What follows belongs to an exercise in optimizing a design on an open flow for small area; a production flow would make more cautious choices. No run shown here included a check of the RTL's function; only the layout flow was run. Power is estimated from default activity; no workload was simulated.

`design/flow/design.v`:
```
module PE(
    input wire [7:0] a,
    input wire [7:0] b,
    input wire en,
    input wire clk,
    input wire rst,
    output reg [15:0] result
);
reg cy;
wire pp0_0 = a[0] & b[0] & en;
wire pp0_1 = a[0] & b[1] & en;
wire pp0_2 = a[0] & b[2] & en;
wire pp0_3 = a[0] & b[3] & en;
wire pp0_4 = a[0] & b[4] & en;
wire pp0_5 = a[0] & b[5] & en;
wire pp0_6 = a[0] & b[6] & en;
wire pp0_7 = a[0] & b[7] & en;
wire pp1_0 = a[1] & b[0] & en;
wire pp1_1 = a[1] & b[1] & en;
wire pp1_2 = a[1] & b[2] & en;
wire pp1_3 = a[1] & b[3] & en;
wire pp1_4 = a[1] & b[4] & en;
wire pp1_5 = a[1] & b[5] & en;
wire pp1_6 = a[1] & b[6] & en;
wire pp1_7 = a[1] & b[7] & en;
wire pp2_0 = a[2] & b[0] & en;
wire pp2_1 = a[2] & b[1] & en;
wire pp2_2 = a[2] & b[2] & en;
wire pp2_3 = a[2] & b[3] & en;
wire pp2_4 = a[2] & b[4] & en;
wire pp2_5 = a[2] & b[5] & en;
wire pp2_6 = a[2] & b[6] & en;
wire pp2_7 = a[2] & b[7] & en;
wire pp3_0 = a[3] & b[0] & en;
wire pp3_1 = a[3] & b[1] & en;
wire pp3_2 = a[3] & b[2] & en;
wire pp3_3 = a[3] & b[3] & en;
wire pp3_4 = a[3] & b[4] & en;
wire pp3_5 = a[3] & b[5] & en;
wire pp3_6 = a[3] & b[6] & en;
wire pp3_7 = a[3] & b[7] & en;
wire pp4_0 = a[4] & b[0] & en;
wire pp4_1 = a[4] & b[1] & en;
wire pp4_2 = a[4] & b[2] & en;
wire pp4_3 = a[4] & b[3] & en;
wire pp4_4 = a[4] & b[4] & en;
wire pp4_5 = a[4] & b[5] & en;
wire pp4_6 = a[4] & b[6] & en;
wire pp4_7 = a[4] & b[7] & en;
wire pp5_0 = a[5] & b[0] & en;
wire pp5_1 = a[5] & b[1] & en;
wire pp5_2 = a[5] & b[2] & en;
wire pp5_3 = a[5] & b[3] & en;
wire pp5_4 = a[5] & b[4] & en;
wire pp5_5 = a[5] & b[5] & en;
wire pp5_6 = a[5] & b[6] & en;
wire pp5_7 = a[5] & b[7] & en;
wire pp6_0 = a[6] & b[0] & en;
wire pp6_1 = a[6] & b[1] & en;
wire pp6_2 = a[6] & b[2] & en;
wire pp6_3 = a[6] & b[3] & en;
wire pp6_4 = a[6] & b[4] & en;
wire pp6_5 = a[6] & b[5] & en;
wire pp6_6 = a[6] & b[6] & en;
wire pp6_7 = a[6] & b[7] & en;
wire pp7_0 = a[7] & b[0] & en;
wire pp7_1 = a[7] & b[1] & en;
wire pp7_2 = a[7] & b[2] & en;
wire pp7_3 = a[7] & b[3] & en;
wire pp7_4 = a[7] & b[4] & en;
wire pp7_5 = a[7] & b[5] & en;
wire pp7_6 = a[7] & b[6] & en;
wire pp7_7 = a[7] & b[7] & en;
wire s5_0h = result[5] ^ pp0_5;
wire c5_0h = result[5] & pp0_5;
wire s6_0 = result[6] ^ pp0_6 ^ pp1_5;
wire c6_0 = (result[6] & pp0_6) | (pp1_5 & (result[6] ^ pp0_6));
wire s6_1h = pp2_4 ^ pp3_3;
wire c6_1h = pp2_4 & pp3_3;
wire s7_1 = result[7] ^ pp0_7 ^ pp1_6;
wire c7_1 = (result[7] & pp0_7) | (pp1_6 & (result[7] ^ pp0_7));
wire s7_2 = pp2_5 ^ pp3_4 ^ pp4_3;
wire c7_2 = (pp2_5 & pp3_4) | (pp4_3 & (pp2_5 ^ pp3_4));
wire s7_2h = pp5_2 ^ pp6_1;
wire c7_2h = pp5_2 & pp6_1;
wire s8_3 = result[8] ^ pp1_7 ^ pp2_6;
wire c8_3 = (result[8] & pp1_7) | (pp2_6 & (result[8] ^ pp1_7));
wire s8_4 = pp3_5 ^ pp4_4 ^ pp5_3;
wire c8_4 = (pp3_5 & pp4_4) | (pp5_3 & (pp3_5 ^ pp4_4));
wire s8_3h = pp6_2 ^ pp7_1;
wire c8_3h = pp6_2 & pp7_1;
wire s9_5 = result[9] ^ pp2_7 ^ pp3_6;
wire c9_5 = (result[9] & pp2_7) | (pp3_6 & (result[9] ^ pp2_7));
wire s9_6 = pp4_5 ^ pp5_4 ^ pp6_3;
wire c9_6 = (pp4_5 & pp5_4) | (pp6_3 & (pp4_5 ^ pp5_4));
wire s10_7 = result[10] ^ pp3_7 ^ pp4_6;
wire c10_7 = (result[10] & pp3_7) | (pp4_6 & (result[10] ^ pp3_7));
wire s3_4h = result[3] ^ pp0_3;
wire c3_4h = result[3] & pp0_3;
wire s4_8 = result[4] ^ pp0_4 ^ pp1_3;
wire c4_8 = (result[4] & pp0_4) | (pp1_3 & (result[4] ^ pp0_4));
wire s4_5h = pp2_2 ^ pp3_1;
wire c4_5h = pp2_2 & pp3_1;
wire s5_9 = pp1_4 ^ pp2_3 ^ pp3_2;
wire c5_9 = (pp1_4 & pp2_3) | (pp3_2 & (pp1_4 ^ pp2_3));
wire s5_10 = pp4_1 ^ pp5_0 ^ s5_0h;
wire c5_10 = (pp4_1 & pp5_0) | (s5_0h & (pp4_1 ^ pp5_0));
wire s6_11 = pp4_2 ^ pp5_1 ^ pp6_0;
wire c6_11 = (pp4_2 & pp5_1) | (pp6_0 & (pp4_2 ^ pp5_1));
wire s6_12 = c5_0h ^ s6_1h ^ s6_0;
wire c6_12 = (c5_0h & s6_1h) | (s6_0 & (c5_0h ^ s6_1h));
wire s7_13 = pp7_0 ^ c6_1h ^ s7_2h;
wire c7_13 = (pp7_0 & c6_1h) | (s7_2h & (pp7_0 ^ c6_1h));
wire s7_14 = c6_0 ^ s7_1 ^ s7_2;
wire c7_14 = (c6_0 & s7_1) | (s7_2 & (c6_0 ^ s7_1));
wire s8_15 = c7_2h ^ s8_3h ^ c7_1;
wire c8_15 = (c7_2h & s8_3h) | (c7_1 & (c7_2h ^ s8_3h));
wire s8_16 = c7_2 ^ s8_3 ^ s8_4;
wire c8_16 = (c7_2 & s8_3) | (s8_4 & (c7_2 ^ s8_3));
wire s9_17 = pp7_2 ^ c8_3h ^ c8_3;
wire c9_17 = (pp7_2 & c8_3h) | (c8_3 & (pp7_2 ^ c8_3h));
wire s9_18 = c8_4 ^ s9_5 ^ s9_6;
wire c9_18 = (c8_4 & s9_5) | (s9_6 & (c8_4 ^ s9_5));
wire s10_19 = pp5_5 ^ pp6_4 ^ pp7_3;
wire c10_19 = (pp5_5 & pp6_4) | (pp7_3 & (pp5_5 ^ pp6_4));
wire s10_20 = c9_5 ^ c9_6 ^ s10_7;
wire c10_20 = (c9_5 & c9_6) | (s10_7 & (c9_5 ^ c9_6));
wire s11_21 = result[11] ^ pp4_7 ^ pp5_6;
wire c11_21 = (result[11] & pp4_7) | (pp5_6 & (result[11] ^ pp4_7));
wire s11_22 = pp6_5 ^ pp7_4 ^ c10_7;
wire c11_22 = (pp6_5 & pp7_4) | (c10_7 & (pp6_5 ^ pp7_4));
wire s12_23 = result[12] ^ pp5_7 ^ pp6_6;
wire c12_23 = (result[12] & pp5_7) | (pp6_6 & (result[12] ^ pp5_7));
wire s2_6h = result[2] ^ pp0_2;
wire c2_6h = result[2] & pp0_2;
wire s3_24 = pp1_2 ^ pp2_1 ^ pp3_0;
wire c3_24 = (pp1_2 & pp2_1) | (pp3_0 & (pp1_2 ^ pp2_1));
wire s4_25 = pp4_0 ^ c3_4h ^ s4_5h;
wire c4_25 = (pp4_0 & c3_4h) | (s4_5h & (pp4_0 ^ c3_4h));
wire s5_26 = c4_5h ^ c4_8 ^ s5_9;
wire c5_26 = (c4_5h & c4_8) | (s5_9 & (c4_5h ^ c4_8));
wire s6_27 = c5_9 ^ s6_11 ^ c5_10;
wire c6_27 = (c5_9 & s6_11) | (c5_10 & (c5_9 ^ s6_11));
wire s7_28 = c6_11 ^ s7_13 ^ c6_12;
wire c7_28 = (c6_11 & s7_13) | (c6_12 & (c6_11 ^ s7_13));
wire s8_29 = c7_13 ^ c7_14 ^ s8_15;
wire c8_29 = (c7_13 & c7_14) | (s8_15 & (c7_13 ^ c7_14));
wire s9_30 = c8_15 ^ c8_16 ^ s9_17;
wire c9_30 = (c8_15 & c8_16) | (s9_17 & (c8_15 ^ c8_16));
wire s10_31 = s10_19 ^ c9_17 ^ c9_18;
wire c10_31 = (s10_19 & c9_17) | (c9_18 & (s10_19 ^ c9_17));
wire s11_32 = c10_19 ^ s11_21 ^ c10_20;
wire c11_32 = (c10_19 & s11_21) | (c10_20 & (c10_19 ^ s11_21));
wire s12_33 = pp7_5 ^ c11_21 ^ s12_23;
wire c12_33 = (pp7_5 & c11_21) | (s12_23 & (pp7_5 ^ c11_21));
wire s13_34 = result[13] ^ pp6_7 ^ pp7_6;
wire c13_34 = (result[13] & pp6_7) | (pp7_6 & (result[13] ^ pp6_7));
wire s1_7h = result[1] ^ pp0_1;
wire c1_7h = result[1] & pp0_1;
wire s2_35 = pp1_1 ^ pp2_0 ^ s2_6h;
wire c2_35 = (pp1_1 & pp2_0) | (s2_6h & (pp1_1 ^ pp2_0));
wire s3_36 = c2_6h ^ s3_4h ^ s3_24;
wire c3_36 = (c2_6h & s3_4h) | (s3_24 & (c2_6h ^ s3_4h));
wire s4_37 = c3_24 ^ s4_8 ^ s4_25;
wire c4_37 = (c3_24 & s4_8) | (s4_25 & (c3_24 ^ s4_8));
wire s5_38 = c4_25 ^ s5_10 ^ s5_26;
wire c5_38 = (c4_25 & s5_10) | (s5_26 & (c4_25 ^ s5_10));
wire s6_39 = c5_26 ^ s6_12 ^ s6_27;
wire c6_39 = (c5_26 & s6_12) | (s6_27 & (c5_26 ^ s6_12));
wire s7_40 = s7_14 ^ c6_27 ^ s7_28;
wire c7_40 = (s7_14 & c6_27) | (s7_28 & (s7_14 ^ c6_27));
wire s8_41 = s8_16 ^ c7_28 ^ s8_29;
wire c8_41 = (s8_16 & c7_28) | (s8_29 & (s8_16 ^ c7_28));
wire s9_42 = s9_18 ^ c8_29 ^ s9_30;
wire c9_42 = (s9_18 & c8_29) | (s9_30 & (s9_18 ^ c8_29));
wire s10_43 = s10_20 ^ c9_30 ^ s10_31;
wire c10_43 = (s10_20 & c9_30) | (s10_31 & (s10_20 ^ c9_30));
wire s11_44 = s11_22 ^ c10_31 ^ s11_32;
wire c11_44 = (s11_22 & c10_31) | (s11_32 & (s11_22 ^ c10_31));
wire s12_45 = c11_22 ^ s12_33 ^ c11_32;
wire c12_45 = (c11_22 & s12_33) | (c11_32 & (c11_22 ^ s12_33));
wire s13_46 = c12_23 ^ s13_34 ^ c12_33;
wire c13_46 = (c12_23 & s13_34) | (c12_33 & (c12_23 ^ s13_34));
wire s14_47 = result[14] ^ pp7_7 ^ c13_34;
wire c14_47 = (result[14] & pp7_7) | (c13_34 & (result[14] ^ pp7_7));
wire r0 = result[0] ^ pp0_0;
wire rc0 = result[0] & pp0_0;
wire r1 = pp1_0 ^ rc0 ^ s1_7h;
wire rc1 = (pp1_0 & rc0) | (s1_7h & (pp1_0 ^ rc0));
wire r2 = c1_7h ^ rc1 ^ s2_35;
wire rc2 = (c1_7h & rc1) | (s2_35 & (c1_7h ^ rc1));
wire r3 = c2_35 ^ s3_36 ^ rc2;
wire rc3 = (c2_35 & s3_36) | (rc2 & (c2_35 ^ s3_36));
wire r4 = c3_36 ^ s4_37 ^ rc3;
wire rc4 = (c3_36 & s4_37) | (rc3 & (c3_36 ^ s4_37));
wire r5 = c4_37 ^ s5_38 ^ rc4;
wire rc5 = (c4_37 & s5_38) | (rc4 & (c4_37 ^ s5_38));
wire r6 = c5_38 ^ s6_39 ^ rc5;
wire rc6 = (c5_38 & s6_39) | (rc5 & (c5_38 ^ s6_39));
wire r7 = c6_39 ^ s7_40 ^ rc6;
wire rc7 = (c6_39 & s7_40) | (rc6 & (c6_39 ^ s7_40));
wire r8 = c7_40 ^ s8_41 ^ rc7;
wire rc8 = (c7_40 & s8_41) | (rc7 & (c7_40 ^ s8_41));
wire r9 = c8_41 ^ s9_42 ^ rc8;
wire rc9 = (c8_41 & s9_42) | (rc8 & (c8_41 ^ s9_42));
wire cy_next = rc9;
wire r10 = cy ^ c9_42 ^ s10_43;
wire rc10 = (cy & c9_42) | (s10_43 & (cy ^ c9_42));
wire r11 = c10_43 ^ s11_44 ^ rc10;
wire rc11 = (c10_43 & s11_44) | (rc10 & (c10_43 ^ s11_44));
wire r12 = c11_44 ^ s12_45 ^ rc11;
wire rc12 = (c11_44 & s12_45) | (rc11 & (c11_44 ^ s12_45));
wire r13 = s13_46 ^ c12_45 ^ rc12;
wire rc13 = (s13_46 & c12_45) | (rc12 & (s13_46 ^ c12_45));
wire r14 = s14_47 ^ c13_46 ^ rc13;
wire rc14 = (s14_47 & c13_46) | (rc13 & (s14_47 ^ c13_46));
wire r15 = result[15] ^ c14_47 ^ rc14;
always @(posedge clk or posedge rst) begin
    if (rst) begin
        result <= 16'd0;
        cy <= 1'b0;
    end else begin
        result <= {r15, r14, r13, r12, r11, r10, r9, r8, r7, r6, r5, r4, r3, r2, r1, r0};
        cy <= cy_next;
    end
end
endmodule
module systolic_array(
    input wire[7:0] inp_west0,
    input wire[7:0] inp_west4,
    input wire[7:0] inp_west8,
    input wire[7:0] inp_west12,
    input wire[7:0] inp_north0,
    input wire[7:0] inp_north1,
    input wire[7:0] inp_north2,
    input wire[7:0] inp_north3,
    output wire [15:0] out00,
    output wire [15:0] out01,
    output wire [15:0] out02,
    output wire [15:0] out03,
    output wire [15:0] out04,
    output wire [15:0] out05,
    output wire [15:0] out06,
    output wire [15:0] out07,
    output wire [15:0] out08,
    output wire [15:0] out09,
    output wire [15:0] out10,
    output wire [15:0] out11,
    output wire [15:0] out12,
    output wire [15:0] out13,
    output wire [15:0] out14,
    output wire [15:0] out15,
    input wire clk,
    input wire rst,
    output reg done);
reg [3:0] cycle_counter;
always @(posedge clk or posedge rst) begin
    if (rst) begin
        cycle_counter <= 4'd0;
        done <= 1'b0;
    end else if (cycle_counter != 4'd11) begin
        cycle_counter <= cycle_counter + 4'd1;
    end else begin
        done <= 1'b1;
    end
end
wire [3:0] count_next = (cycle_counter != 4'd11) ? cycle_counter + 4'd1 : cycle_counter;
reg [3:0] en;
always @(posedge clk or posedge rst) begin
    if (rst)
        en <= 4'b0001;
    else begin
        en[0] <= (count_next != 4'd11);
        en[1] <= (count_next != 4'd11) & (count_next >= 4'd1);
        en[2] <= (count_next != 4'd11) & (count_next >= 4'd2);
        en[3] <= (count_next != 4'd11) & (count_next >= 4'd3);
    end
end
reg [7:0] west [0:3][1:3];
reg [7:0] north [1:3][0:3];
wire [7:0] w [0:3][0:3];
wire [7:0] n [0:3][0:3];
assign w[0][0] = inp_west0;
assign w[1][0] = inp_west4;
assign w[2][0] = inp_west8;
assign w[3][0] = inp_west12;
assign n[0][0] = inp_north0;
assign n[0][1] = inp_north1;
assign n[0][2] = inp_north2;
assign n[0][3] = inp_north3;
wire [15:0] res [0:3][0:3];
genvar i, j;
generate
    for (i = 0; i < 4; i = i + 1) begin : row
        for (j = 0; j < 4; j = j + 1) begin : col
            if (j > 0) begin : wp
                always @(posedge clk) west[i][j] <= w[i][j-1];
                assign w[i][j] = west[i][j];
            end
            if (i > 0) begin : np
                always @(posedge clk) north[i][j] <= n[i-1][j];
                assign n[i][j] = north[i][j];
            end
            PE pe (.a(w[i][j]), .b(n[i][j]), .en(en[(i > j) ? i : j]), .clk(clk), .rst(rst), .result(res[i][j]));
        end
    end
endgenerate
assign out00 = res[0][3];
assign out01 = res[0][2];
assign out02 = res[0][1];
assign out03 = res[0][0];
assign out04 = res[1][3];
assign out05 = res[1][2];
assign out06 = res[1][1];
assign out07 = res[1][0];
assign out08 = res[2][3];
assign out09 = res[2][2];
assign out10 = res[2][1];
assign out11 = res[2][0];
assign out12 = res[3][3];
assign out13 = res[3][2];
assign out14 = res[3][1];
assign out15 = res[3][0];
endmodule
```
`design/flow/flow/run.sh`:
```
#!/bin/bash
# The standard layout (standard.sh) with two changes:
#  - SYNTH_ARGS=-noabc: Yosys's quick ABC pass inside `synth` is skipped, so the explicit
#    full-adder trees in the RTL reach extract_fa unchanged and map to fa/ha cells without
#    inverters between them (the final ABC mapping still runs as usual);
#  - port buffers are buf_1 instead of the 10 um2 delay buffers buffer_ports picks by default
#    (every input and output port still gets its own buffer).
set -euo pipefail
export SYNTH_ARGS=-noabc
export BUFFER_PORTS_ARGS="-inputs -outputs -buffer_cell sky130_fd_sc_hd__buf_1"
bash standard.sh > standard.log 2>&1
```
`design/flow/standard.sh`:
```
#!/bin/bash
# synth_recipe.tcl (not shown) runs the flow's synth.tcl, then flattens the netlist and writes it again
# the make line also repeats each setting of config.mk as NAME=value (left out here)
make -C /OpenROAD-flow-scripts/flow DESIGN_CONFIG=/design/flow/config.mk WORK_HOME=/design/flow/orfs CLKGATE_MAP_FILE= SYNTH_SCRIPT=/design/flow/synth_recipe.tcl "${@:-finish}"
```
`design/flow/config.mk`:
```
export PLATFORM = sky130hd
export DESIGN_NAME = systolic_array
export DESIGN_NICKNAME = systolic_array
export VERILOG_FILES = /design/flow/design.v
export SDC_FILE = /design/flow/constraint.sdc
export NUM_CORES = 4
export LEC_CHECK = 0
export CAP_MARGIN = 20
export CORE_MARGIN = 2
export CORE_UTILIZATION = 40
export SLEW_MARGIN = 20
```
`design/flow/constraint.sdc`:
```
create_clock -name core_clock -period 6.0 [get_ports {clk}]
set_input_delay 1.2000 -clock core_clock [delete_from_list [all_inputs] [get_ports {clk}]]
set_output_delay 1.2000 -clock core_clock [all_outputs]
set_load 0.01 [all_outputs]
```
==> results.sh, run 1 <==
export IMPL_period_share_pct=95.8
export IMPL_clk_latency_ps=670
export IMPL_final_hold_viol_count=0
export IMPL_number_of_storage_elements_in_the_synthesis_netlist=473
export IMPL_first_pass_grt_wire_length_um=166000
export IMPL_routed_wirelength_um=103000
export IMPL_cts_tree="yes"
export IMPL_cp_data_required_time_ps=6590
export IMPL_maxSlewViolCount=0
export IMPL_power_frac_seq_pct=38.7
export IMPL_place_gp_congestion=0.853
export IMPL_grt_max_degree=130
export IMPL_status="complete, no violations"
export IMPL_r2r_slack_ps=250
export IMPL_power_switching_share_pct=38.2
export IMPL_cellPowerDensity_nw_per_um2=291
export IMPL_synth_instances=2817
export IMPL_worst_ep_arrival_time_ps=6340
export IMPL_max_slew_margin_pct=37.4
export IMPL_synthTopCellsByArea="sky130_fd_sc_hd__fa_1 (50%), sky130_fd_sc_hd__dfrtp_1 (18%), sky130_fd_sc_hd__and3_1 (16%), sky130_fd_sc_hd__dfxtp_1 (9.6%), sky130_fd_sc_hd__ha_1 (4.6%)"
export IMPL_wl_per_cell_um=22.4
export IMPL_crit_family="adder cells"
export IMPL_num_vias=24700
export IMPL_synth_sequential_area_ratio_pct=27.2
export IMPL_cts_root_buf="sky130_fd_sc_hd__clkbuf_16"
export IMPL_final_util_pct=46.8
export IMPL_clock_sinks=473
export IMPL_max_slew_worst_pin_slew_ps=939
export IMPL_drc=0
export IMPL_dp_cells=4491
export IMPL_dr_wl_met3_um=6290
export IMPL_avgViaCountPerCell=5.36
export IMPL_synthFlopType="sky130_fd_sc_hd__dfrtp_1"
export IMPL_design_final_nets=4478
export IMPL_grt_overflow_total=0
export IMPL_stdcell_count=4612
export IMPL_total_leakage_power_nw=25.7
export IMPL_clockBufferDepth=3
export IMPL_syn_mean_instance_area_um2=14.2
export IMPL_synth_async_reset_ratio_pct=59.4
export IMPL_buffer_ports_inserted=322
export IMPL_ant_nets=0
export IMPL_firstDrtPassIters=5
export IMPL_p_int_mw=8.28
export IMPL_clk_pin_slew_worst_paths_ps=60
export IMPL_time_the_final_worst_path_needs_with_i_o_delays_and_setup_ps=5750
export IMPL_worst_path_slowest_cell="sky130_fd_sc_hd__dfrtp_4"
export IMPL_switchingPower_mw=5.13
export IMPL_number_of_antenna_violations_at_the_first_check_in_global_routing=0
export IMPL_unrepaired_setup_endpoints_after_global_routing="no"
export IMPL_synthDominantAreaCellType="sky130_fd_sc_hd__fa_1"
export IMPL_core_area_um2=98700
export IMPL_number_of_global_route_vias_before_repair=28500
export IMPL_share_clk_of_total_power_pct=30.1
export IMPL_worstPathCellList="buf_12 -> buf_12 -> and3_1 -> ha_1 -> fa_1 -> fa_1 -> fa_1 -> fa_1 -> fa_1 -> fa_1 -> fa_1 -> fa_1 -> fa_1"
export IMPL_crit_buf_inv=2
export IMPL_ctsHtreeMaxLevel=2
export IMPL_top_cell_by_count_worst_path="sky130_fd_sc_hd__fa_1"
export IMPL_detailed_place_hpwl_um=78800
export IMPL_cts_hold_repair_buffers=0
export IMPL_crit_path_end_kind="flop"
export IMPL_synth_edf_count=0
export IMPL_fmax_mhz=174
export IMPL_combinationalPowerShare_pct=31.3
export IMPL_critical_path_max_stage_delay_ps=600
export IMPL_synth_top_cells_by_count="sky130_fd_sc_hd__and3_1 (1024), sky130_fd_sc_hd__fa_1 (992), sky130_fd_sc_hd__dfrtp_1 (280)"
export IMPL_ys_warnings_count=6
export IMPL_net_count_synth=4021
export IMPL_synth_area_um2=40000
export IMPL_antenna_diode_count=0
export IMPL_fp_dieW_um=320
export IMPL_floorplan_initialDensity_pct=40.5
export IMPL_ir_worst_vdd_mv=0.244
export IMPL_worstSetupPathType="reg -> reg"
export IMPL_post_synth_num_cell_types=35
export IMPL_clock_skew_ps=42.3
export IMPL_floorplan_die_area_um2=102000
export IMPL_detail_route_iter0_violations=1518
export IMPL_synth_top_area_share_pct=49.7
export IMPL_area_growth_syn_to_layout_pct=15.5
export IMPL_critical_path_startpoint_type="flop"
export IMPL_drv_cap=0
export IMPL_core_rowCount=115
export IMPL_groute_usage_overall_pct=20.8
export IMPL_dr_max_layer_used="met4"
export IMPL_worst_path_max_fanout=54
export IMPL_die_height_um=320
export IMPL_post_route_cells_drive_above_1_share_pct=9.26
export IMPL_drt_met1_wl_um=44400
export IMPL_timing_final_setup_violations=0
export IMPL_synth_most_common_cell="sky130_fd_sc_hd__and3_1"
export IMPL_met2_wirelength_um=49700
export IMPL_pin_count=323
export IMPL_hold_class="reg -> reg"
export IMPL_cts_buffers=60
[cells in the final DEF, fill, tap and decap left out, drive strengths merged, types with 11 or more instances in the layout]
cell type and n:
buf 508, ha 146, and3 1025, fa 992, clkinv 17, xnor2 35
dfrtp 280, bufinv 11, clkbuf 77, dfxtp 192
[cell type report]
type / count / area (um2)
Multi-Input combinational cell: 2227 / 28600
Clock buffer: 76 / 1690
Clock inverter: 37 / 512
Fill cell: 8778 / 52500
Inverter: 3 / 15.0
Timing Repair Buffer: 509 / 2810
Sequential cell: 473 / 10900
Tap cell: 1287 / 1610
[state kept, by name, indices dropped and copies added, names as in the netlist]
| register | cells |
|---|---|
| cycle_counter | 4 |
| done | 1 |
| en | 4 |
| north | 96 |
| row.col.pe.cy | 16 |
| row.col.pe.result | 256 |
| west | 96 |
[final timing paths]
path,from,to,cells past startpoint
min,west[3][5],west[4][5],0
max in group asynchronous,rst,row[1].col[3].pe.result[13],3
max reg2reg,en[2],row[0].col[2].pe.result[9],13
min in group asynchronous,rst,row[1].col[0].pe.result[11],2
max,en[2],row[0].col[2].pe.result[9],13
min reg2reg,west[3][5],west[4][5],0
[through the flow]
step	total power [mW]	worst slack (ps)	cell area, um2	TNS (ps)	hold WS, ps
finish	13.4	254	46200	0	400
global route	14.5	5.60	46200	0	405
CTS	13.7	66.3	46000	0	396
detailed placement	9.53	-316	43800	-3960	410
global placement	9.44	-249	43800	-2800	413
floorplan	7.46	40.5	40000	0	390
[cell families after synthesis]
family	synth area share (%)
xor+xnor	0.789
buf+inv	1.19
flops	27.2
simple gates	16.3
fa+ha+maj	54.2
compound gates	0.257
[worst register-to-register path: stages, from the launching register on]
cell	delay, ps
sky130_fd_sc_hd__dfrtp_4	600
sky130_fd_sc_hd__buf_12	210
sky130_fd_sc_hd__buf_12	160
sky130_fd_sc_hd__and3_1	200
sky130_fd_sc_hd__ha_1	290
sky130_fd_sc_hd__fa_1	500
sky130_fd_sc_hd__fa_1	430
sky130_fd_sc_hd__fa_1	460
sky130_fd_sc_hd__fa_1	470
sky130_fd_sc_hd__fa_1	460
sky130_fd_sc_hd__fa_1	460
sky130_fd_sc_hd__fa_1	460
sky130_fd_sc_hd__fa_1	480
sky130_fd_sc_hd__fa_1	540
[repair_timing]
action | in CTS | in global routing
endpoints found under the setup margin | 0 | 15
resized for setup | 0 | 2
hold endpoints to repair | 0 | 0
buffers inserted | 0 | 8
[metal layers]
metal	up-vias	track usage, %
met5	-	0
met4	0	5.86
met3	139	4.39
met2	649	33.3
met1	13400	28.8
li1	10600	-
[power by group through the flow]
stage          Combinational (mW)  Clock, mW  Sequential [mW]
2_1_floorplan                2.13          0             5.33
3_3_place_gp                 4.17          0             5.27
3_5_place_dp                 4.26          0             5.27
4_1_cts                      4.31       4.18             5.23
5_1_grt                      4.84       4.28             5.36
6_report                     4.19       4.03             5.19
==> run 2, diff against run 1 <==
==> design/flow/flow/run.sh (replaced) <==
#!/bin/bash
set -euo pipefail
export SYNTH_ARGS=-noabc
export BUFFER_PORTS_ARGS="-inputs -outputs -buffer_cell sky130_fd_sc_hd__buf_1"
export CTS_ARGS="-sink_clustering_enable -repair_clock_nets -dont_use_dummy_load -buf_list {sky130_fd_sc_hd__clkbuf_4 sky130_fd_sc_hd__clkbuf_8}"
bash standard.sh > standard.log 2>&1
==> results.sh, run 2 <==
export IMPL_synthTopCellsByArea="sky130_fd_sc_hd__fa_1 (50%), sky130_fd_sc_hd__dfrtp_1 (18%), sky130_fd_sc_hd__and3_1 (16%), sky130_fd_sc_hd__dfxtp_1 (9.6%), sky130_fd_sc_hd__ha_1 (4.6%)"
export IMPL_pnr_total_power_mw=12.1
export IMPL_max_slew_margin_pct=38.0
export IMPL_mostFrequentLayoutCell="sky130_fd_sc_hd__and3_1"
export IMPL_fmax_mhz=173
export IMPL_post_synth_num_cell_types=35
export IMPL_post_route_cells_drive_above_1_share_pct=9.07
export IMPL_critical_path_stages=14
export IMPL_stdcell_count=4597
export IMPL_clk_latency_ps=740
export IMPL_cts_root_buf="sky130_fd_sc_hd__clkbuf_8"
export IMPL_status="complete, no violations"
export IMPL_timing_reg2reg_worst_path_depth=14
export IMPL_num_vias=24800
export IMPL_clockBufferDepth=3
export IMPL_worst_ep_arrival_time_ps=6420
export IMPL_placed_area_um2=43800
export IMPL_routed_wirelength_um=103000
export IMPL_core_rowCount=115
export IMPL_synthDominantAreaCellType="sky130_fd_sc_hd__fa_1"
export IMPL_period_share_pct=96.4
export IMPL_worst_path_max_fanout=41
export IMPL_r2r_slack_ps=220
export IMPL_core_area_um2=98700
export IMPL_synth_edf_count=0
export IMPL_ir_worst_vdd_mv=0.193
export IMPL_largest_registers="row.col.pe.result: 256 flops, north: 96 flops, west: 96 flops"
export IMPL_power_switching_share_pct=40.6
export IMPL_power_frac_seq_pct=43.0
export IMPL_fp_dieW_um=320
export IMPL_groute_usage_overall_pct=20.9
export IMPL_drv_cap=0
export IMPL_synth_instances=2817
export IMPL_synthFlopType="sky130_fd_sc_hd__dfrtp_1"
export IMPL_worstReg2RegStart="en[2]"
export IMPL_combinationalPowerShare_pct=34.7
export IMPL_timing_final_setup_violations=0
export IMPL_ctsHtreeMaxLevel=3
export IMPL_dp_cells=4491
export IMPL_die_height_um=320
export IMPL_floorplan_die_area_um2=102000
export IMPL_top_cell_by_count_worst_path="sky130_fd_sc_hd__fa_1"
export IMPL_synth_top_area_share_pct=49.7
export IMPL_cts_tree="yes"
export IMPL_pin_count=323
export IMPL_synth_area_um2=40000
export IMPL_max_slew_worst_pin_slew_ps=930
export IMPL_clock_sinks=473
export IMPL_number_of_global_route_vias_before_repair=28700
export IMPL_clk_pin_slew_worst_paths_ps=50
export IMPL_worstSetupPathType="reg -> reg"
export IMPL_area_growth_syn_to_layout_pct=13.3
export IMPL_synth_most_common_cell="sky130_fd_sc_hd__and3_1"
export IMPL_detail_route_iter0_violations=1581
export IMPL_synth_sequential_area_ratio_pct=27.2
export IMPL_place_gp_congestion=0.853
export IMPL_grt_overflow_total=0
export IMPL_worst_r2r_endpoint="row[2].col[0].pe.result[15]"
export IMPL_avgViaCountPerCell=5.39
export IMPL_number_of_storage_elements_in_the_synthesis_netlist=473
export IMPL_switchingPower_mw=4.91
export IMPL_crit_buf_inv=2
export IMPL_total_leakage_power_nw=25.3
export IMPL_time_the_final_worst_path_needs_with_i_o_delays_and_setup_ps=5780
export IMPL_first_pass_grt_wire_length_um=166000
export IMPL_cts_buffers=93
export IMPL_buffer_ports_inserted=322
export IMPL_critical_path_startpoint_type="flop"
export IMPL_cellPowerDensity_nw_per_um2=267
export IMPL_ant_nets=0
export IMPL_worst_path_slowest_cell="sky130_fd_sc_hd__dfrtp_4"
export IMPL_crit_family="adder cells"
export IMPL_detailed_place_hpwl_um=78800
export IMPL_worst_setup_path_endpoint="row[2].col[0].pe.result[15]"
export IMPL_largest_reg_flops=256
export IMPL_wl_per_cell_um=22.4
export IMPL_floorplan_initialDensity_pct=40.5
export IMPL_design_final_nets=4515
export IMPL_registers_top_by_ff_count="row.col.pe.result"
export IMPL_maxSlewViolCount=0
export IMPL_hold_class="reg -> reg"
export IMPL_synth_async_reset_ratio_pct=59.4
export IMPL_setup_worst_path_start="en[2]"
export IMPL_final_cell_area_um2=45300
export IMPL_final_hold_viol_count=0
export IMPL_critical_path_max_stage_delay_ps=580
export IMPL_p_int_mw=7.18
export IMPL_share_clk_of_total_power_pct=22.3
export IMPL_net_count_synth=4021
export IMPL_synth_top_cells_by_count="sky130_fd_sc_hd__and3_1 (1024), sky130_fd_sc_hd__fa_1 (992), sky130_fd_sc_hd__dfrtp_1 (280)"
export IMPL_ys_warnings_count=6
export IMPL_cp_data_required_time_ps=6630
export IMPL_worstPathCellList="buf_4 -> buf_12 -> and3_1 -> fa_1 -> fa_1 -> fa_1 -> fa_1 -> fa_1 -> fa_1 -> fa_1 -> fa_1 -> fa_1 -> xnor2_1 -> xnor2_1"
export IMPL_crit_path_end_kind="flop"
export IMPL_syn_mean_instance_area_um2=14.2
export IMPL_firstDrtPassIters=5
export IMPL_clock_skew_ps=72.8
export IMPL_drc=0
export IMPL_final_util_pct=45.9
export IMPL_layout_cells_most_common_list="sky130_fd_sc_hd__and3_1 (1024), sky130_fd_sc_hd__fa_1 (991), sky130_fd_sc_hd__buf_1 (322)"
export IMPL_grt_max_degree=130
export IMPL_number_of_antenna_violations_at_the_first_check_in_global_routing=1
run 2: kinds of logic after synthesis:
logic type / Yosys count / share of synthesized area [%]
AOI/OAI and AO/OA: 13 / 0.257
xor gates and xnor gates: 36 / 0.789
adders and majority gates: 1138 / 54.2
buffers and inverters: 117 / 1.19
DFF: 473 / 27.2
and+or+nand+nor: 1040 / 16.3
run 2: power by group through the flow:
stage               Combinational, mW  Sequential, mW  Clock, mW
finish                           4.19            5.20       2.70
floorplan                        2.13            5.33          0
global route                     4.84            5.37       2.96
CTS                              4.30            5.24       2.85
detailed placement               4.26            5.27          0
global placement                 4.17            5.27          0
run 2: worst register-to-register path: stages (launching register included):
cell and delay (ps):
sky130_fd_sc_hd__dfrtp_4 580, sky130_fd_sc_hd__buf_4 190, sky130_fd_sc_hd__buf_12 150, sky130_fd_sc_hd__and3_1 200
sky130_fd_sc_hd__fa_1 520, sky130_fd_sc_hd__fa_1 460, sky130_fd_sc_hd__fa_1 500, sky130_fd_sc_hd__fa_1 520
sky130_fd_sc_hd__fa_1 470, sky130_fd_sc_hd__fa_1 460, sky130_fd_sc_hd__fa_1 460, sky130_fd_sc_hd__fa_1 460
sky130_fd_sc_hd__fa_1 450, sky130_fd_sc_hd__xnor2_1 180, sky130_fd_sc_hd__xnor2_1 130
run 2: worst min-delay path by stage:
stage / end / startpoint / cells after the start
2_1_floorplan: north[8][0] / north[4][0] / 0
3_3_place_gp: west[2][5] / west[1][5] / 0
3_5_place_dp: west[2][5] / west[1][5] / 0
4_1_cts: row[1].col[0].pe.result[10] / rst / 2
5_1_grt: row[1].col[0].pe.result[7] / rst / 2
6_report: west[4][5] / west[3][5] / 0
run 2: final cells by class:
type                            instances  area, um2
Inverter                                3       15.0
Clock buffer                           93       1280
Sequential cell                       473      10900
Timing Repair Buffer                  513       2840
Antenna cell                            1       2.50
Tap cell                             1287       1610
Fill cell                            8875      53400
Multi-Input combinational cell       2227      28600
run 2: stage by stage:
stage                     setup slack (ps)  hold WS, ps  setup TNS, ps
after detailed placement              -316          410          -3960
after CTS                             44.7          343              0
after global routing                 -1.37          398          -1.37
final                                  216          384              0
after global placement                -249          413          -2800
after floorplan                       40.5          390              0
run 2: repair_timing:
action | CTS | global route
hold buffers | 0 | 0
setup endpoints to repair | 0 | 17
setup buffers | 0 | 12
resized for setup | 0 | 3
run 2: metal layers:
metal	wire length, um	vias up	global-route usage [%]	share of wire (%)
met5	0	-	0	0
met4	2970	0	6.32	2.9
met3	7340	153	5.03	7.1
met2	48900	733	33.1	47
met1	43900	13300	28.6	43
li1	-	10600	-	-
==> run 3, diff against run 2 <==
==> design/flow/flow/run.sh (replaced) <==
#!/bin/bash
set -euo pipefail
export SYNTH_ARGS=-noabc
export PRE_GLOBAL_PLACE_TCL=$PWD/flow/ports.tcl
export CTS_ARGS="-sink_clustering_enable -repair_clock_nets -dont_use_dummy_load -buf_list {sky130_fd_sc_hd__clkbuf_4 sky130_fd_sc_hd__clkbuf_8}"
bash standard.sh > standard.log 2>&1
==> design/flow/flow/ports.tcl (new file) <==
rename buffer_ports my_buffer_ports_orig
proc buffer_ports {args} {
  my_buffer_ports_orig -inputs -buffer_cell sky130_fd_sc_hd__buf_4
  my_buffer_ports_orig -outputs -buffer_cell sky130_fd_sc_hd__buf_1
}
==> results.sh, run 3 <==
export IMPL_max_slew_margin_pct=42.1
export IMPL_dp_cells=4474
export IMPL_first_pass_grt_wire_length_um=166000
export IMPL_status="complete, no violations"
export IMPL_drv_cap=0
export IMPL_max_slew_worst_pin_slew_ps=868
export IMPL_worst_path_max_fanout=47
export IMPL_clk_latency_ps=720
export IMPL_synth_most_common_cell="sky130_fd_sc_hd__and3_1"
export IMPL_grt_overflow_total=0
export IMPL_crit_family="adder cells"
export IMPL_synth_top_cells_by_count="sky130_fd_sc_hd__and3_1 (1024), sky130_fd_sc_hd__fa_1 (992), sky130_fd_sc_hd__dfrtp_1 (280)"
export IMPL_cts_root_buf="sky130_fd_sc_hd__clkbuf_8"
export IMPL_total_leakage_power_nw=25.4
export IMPL_clockBufferDepth=3
export IMPL_cp_data_required_time_ps=6600
export IMPL_time_the_final_worst_path_needs_with_i_o_delays_and_setup_ps=5820
export IMPL_pre_cts_slack_ps=-259
export IMPL_period_share_pct=97.0
export IMPL_cts_buffers=98
export IMPL_post_synth_num_cell_types=35
export IMPL_layout_cells_most_common_list="sky130_fd_sc_hd__and3_1 (1024), sky130_fd_sc_hd__fa_1 (992), sky130_fd_sc_hd__dfrtp_1 (277)"
export IMPL_post_route_cells_drive_above_1_share_pct=10.4
export IMPL_die_height_um=320
export IMPL_synth_async_reset_ratio_pct=59.4
export IMPL_number_of_antenna_violations_at_the_first_check_in_global_routing=2
export IMPL_worstPathCellList="buf_12 -> buf_12 -> and3_1 -> fa_1 -> fa_1 -> fa_1 -> fa_1 -> fa_1 -> fa_1 -> fa_1 -> fa_1 -> fa_1 -> xnor2_2 -> xnor2_1"
export IMPL_multi_input_area_um2=28600
export IMPL_avgViaCountPerCell=5.38
export IMPL_synth_edf_count=0
export IMPL_maxSlewViolCount=0
export IMPL_number_of_global_route_vias_before_repair=28800
export IMPL_final_setup_tns_ps=0
export IMPL_floorplan_initialDensity_pct=40.5
export IMPL_clock_sinks=473
export IMPL_ant_nets=0
export IMPL_synth_top_area_share_pct=49.7
export IMPL_worst_path_slowest_cell="sky130_fd_sc_hd__fa_1"
export IMPL_mostFrequentLayoutCell="sky130_fd_sc_hd__and3_1"
export IMPL_core_area_um2=98700
export IMPL_detail_route_iter0_violations=1592
export IMPL_buffer_ports_inserted=322
export IMPL_floorplan_die_area_um2=102000
export IMPL_setup_worst_path_start="en[3]"
export IMPL_stdcell_count=4574
export IMPL_register_area_um2=10900
export IMPL_synth_instances=2817
export IMPL_synthFlopType="sky130_fd_sc_hd__dfrtp_1"
export IMPL_fillerInstances=8959
export IMPL_synth_area_um2=40000
export IMPL_crit_path_end_kind="flop"
export IMPL_area_growth_syn_to_layout_pct=13.4
export IMPL_syn_mean_instance_area_um2=14.2
export IMPL_fp_dieW_um=320
export IMPL_ir_worst_vdd_mv=0.225
export IMPL_worst_ep_arrival_time_ps=6420
export IMPL_synthDominantAreaCellType="sky130_fd_sc_hd__fa_1"
export IMPL_place_gp_congestion=0.857
export IMPL_worst_case_setup_margin_in_the_final_layout_ps=180
export IMPL_critical_path_startpoint_type="flop"
export IMPL_placed_area_um2=43900
export IMPL_routed_wirelength_um=102000
export IMPL_final_util_pct=45.9
export IMPL_synthTopCellsByArea="sky130_fd_sc_hd__fa_1 (50%), sky130_fd_sc_hd__dfrtp_1 (18%), sky130_fd_sc_hd__and3_1 (16%), sky130_fd_sc_hd__dfxtp_1 (9.6%), sky130_fd_sc_hd__ha_1 (4.6%)"
export IMPL_worstSetupPathType="reg -> reg"
export IMPL_timing_final_setup_violations=0
export IMPL_number_of_storage_elements_in_the_synthesis_netlist=473
export IMPL_final_hold_viol_count=0
export IMPL_clock_skew_ps=47.0
export IMPL_groute_usage_overall_pct=20.9
export IMPL_net_count_synth=4021
export IMPL_registers_top_by_ff_count="row.col.pe.result"
export IMPL_final_cell_area_um2=45300
export IMPL_wl_per_cell_um=22.4
export IMPL_pin_count=323
export IMPL_clk_pin_slew_worst_paths_ps=60
export IMPL_grt_max_degree=130
export IMPL_synth_sequential_area_ratio_pct=27.2
export IMPL_cellPowerDensity_nw_per_um2=269
export IMPL_worstReg2RegStart="en[3]"
export IMPL_critical_path_max_stage_delay_ps=540
export IMPL_cts_hold_repair_buffers=0
export IMPL_top_cell_by_count_worst_path="sky130_fd_sc_hd__fa_1"
export IMPL_largest_reg_flops=256
export IMPL_ys_warnings_count=6
export IMPL_largest_registers="row.col.pe.result: 256 flops, north: 96 flops, west: 96 flops"
export IMPL_core_rowCount=115
export IMPL_fmax_mhz=172
export IMPL_design_final_nets=4492
export IMPL_detailed_place_hpwl_um=79500
export IMPL_num_vias=24600
export IMPL_cts_tree="yes"
export IMPL_drc=0
export IMPL_crit_buf_inv=2
export IMPL_hold_class="reg -> reg"
export IMPL_ctsHtreeMaxLevel=3
export IMPL_firstDrtPassIters=6
export IMPL_hold_path_startpoint="west[3][5]"
[run 3: cell counts after synthesis]
No cell type changed its count.
[run 3: cell families after synthesis]
| group | Yosys count | share of synthesized area, % |
|---|---|---|
| fa+ha+maj | 1138 | 54.2 |
| compound gates | 13 | 0.257 |
| flops | 473 | 27.2 |
| xor+xnor | 36 | 0.789 |
| buf+inv | 117 | 1.19 |
| simple gates | 1040 | 16.3 |
[run 3: metal layers]
metal | track usage (%) | vias up | routed length, um
met5 | 0 | - | 13
met1 | 28.2 | 13300 | 43600
met2 | 33.9 | 654 | 49500
met3 | 5.15 | 158 | 6820
met4 | 5.91 | 2 | 2540
li1 | - | 10500 | -
[run 3: layout make-up]
cell class	count	share of cell area [%]
multi-input combinational	2227	63.2
sequential	473	24.0
timing repair buffer	485	6.25
tap	1287	3.55
clock buffer	98	2.97
inverter	3	0.0331
antenna	1	0.00552
[run 3: what timing repair did]
action,in CTS,in global routing
buffers inserted,0,1
resized for setup,0,2
endpoints found under the setup margin,0,3
[run 3: where the power goes]
group,internal (mW),switching [mW],total (mW)
Sequential,4.13,1.06,5.19
Clock,1.42,1.35,2.77
Combinational,1.72,2.51,4.23
[run 3: path summary, 6_finish.rpt]
path	end	slack, ps	depth (start not counted)
min in group asynchronous	cycle_counter[1]	620	2
max reg2reg	row[3].col[3].pe.result[15]	180	14
max	row[3].col[3].pe.result[15]	180	14
max in group asynchronous	row[0].col[2].pe.result[10]	4150	3
min	west[4][5]	410	0
min reg2reg	west[4][5]	410	0
[run 3: through the flow]
stage               hold WS, ps  power (mW)
floorplan                   390        7.46
global placement            410        9.47
detailed placement          407        9.57
CTS                         420        12.5
global route                423        13.3
finish                      414        12.2

-- static timing again, ports no longer ideal --
Ports are ideal in the flow. The routed layouts listed here were re-timed in OpenROAD.
Step 1 sets driving cells, clkbuf_16 on the clock port and buf_2 on the other inputs (assumed; they add their load-dependent delay and slew).
Step 2 moves the port delays by t, midway between the first and last clock arrival at a register: inputs arrive t later, outputs are due t later. That takes back most of the time a late clock gives input paths.
a / b / c = ideal ports / drivers / drivers and shift; a / b = the first two.
| run | t, ns | setup WS [ns] | worst hold slack (ns) | worst slew at a driven data input, ns | cell pins on the clock port's net |
|---|---|---|---|---|---|
| run 1 | 0.714 | 0.254 / 0.254 / -0.342 | 0.400 / 0.400 / 0.400 | 0.06 | 1 |
| run 2 | 0.764 | 0.216 / 0.216 / -0.332 | 0.384 / 0.382 / 0.384 | 0.06 | 1 |
| run 3 | 0.758 | 0.180 / 0.180 / -0.300 | 0.414 / 0.414 / 0.414 | 0.06 | 1 |
Met with ideal ports but missed after step 2: setup timing in every run listed. For run 1, which loses most, drivers alone change the setup slack by 0.000 ns; drivers and shift together by -0.596 ns.
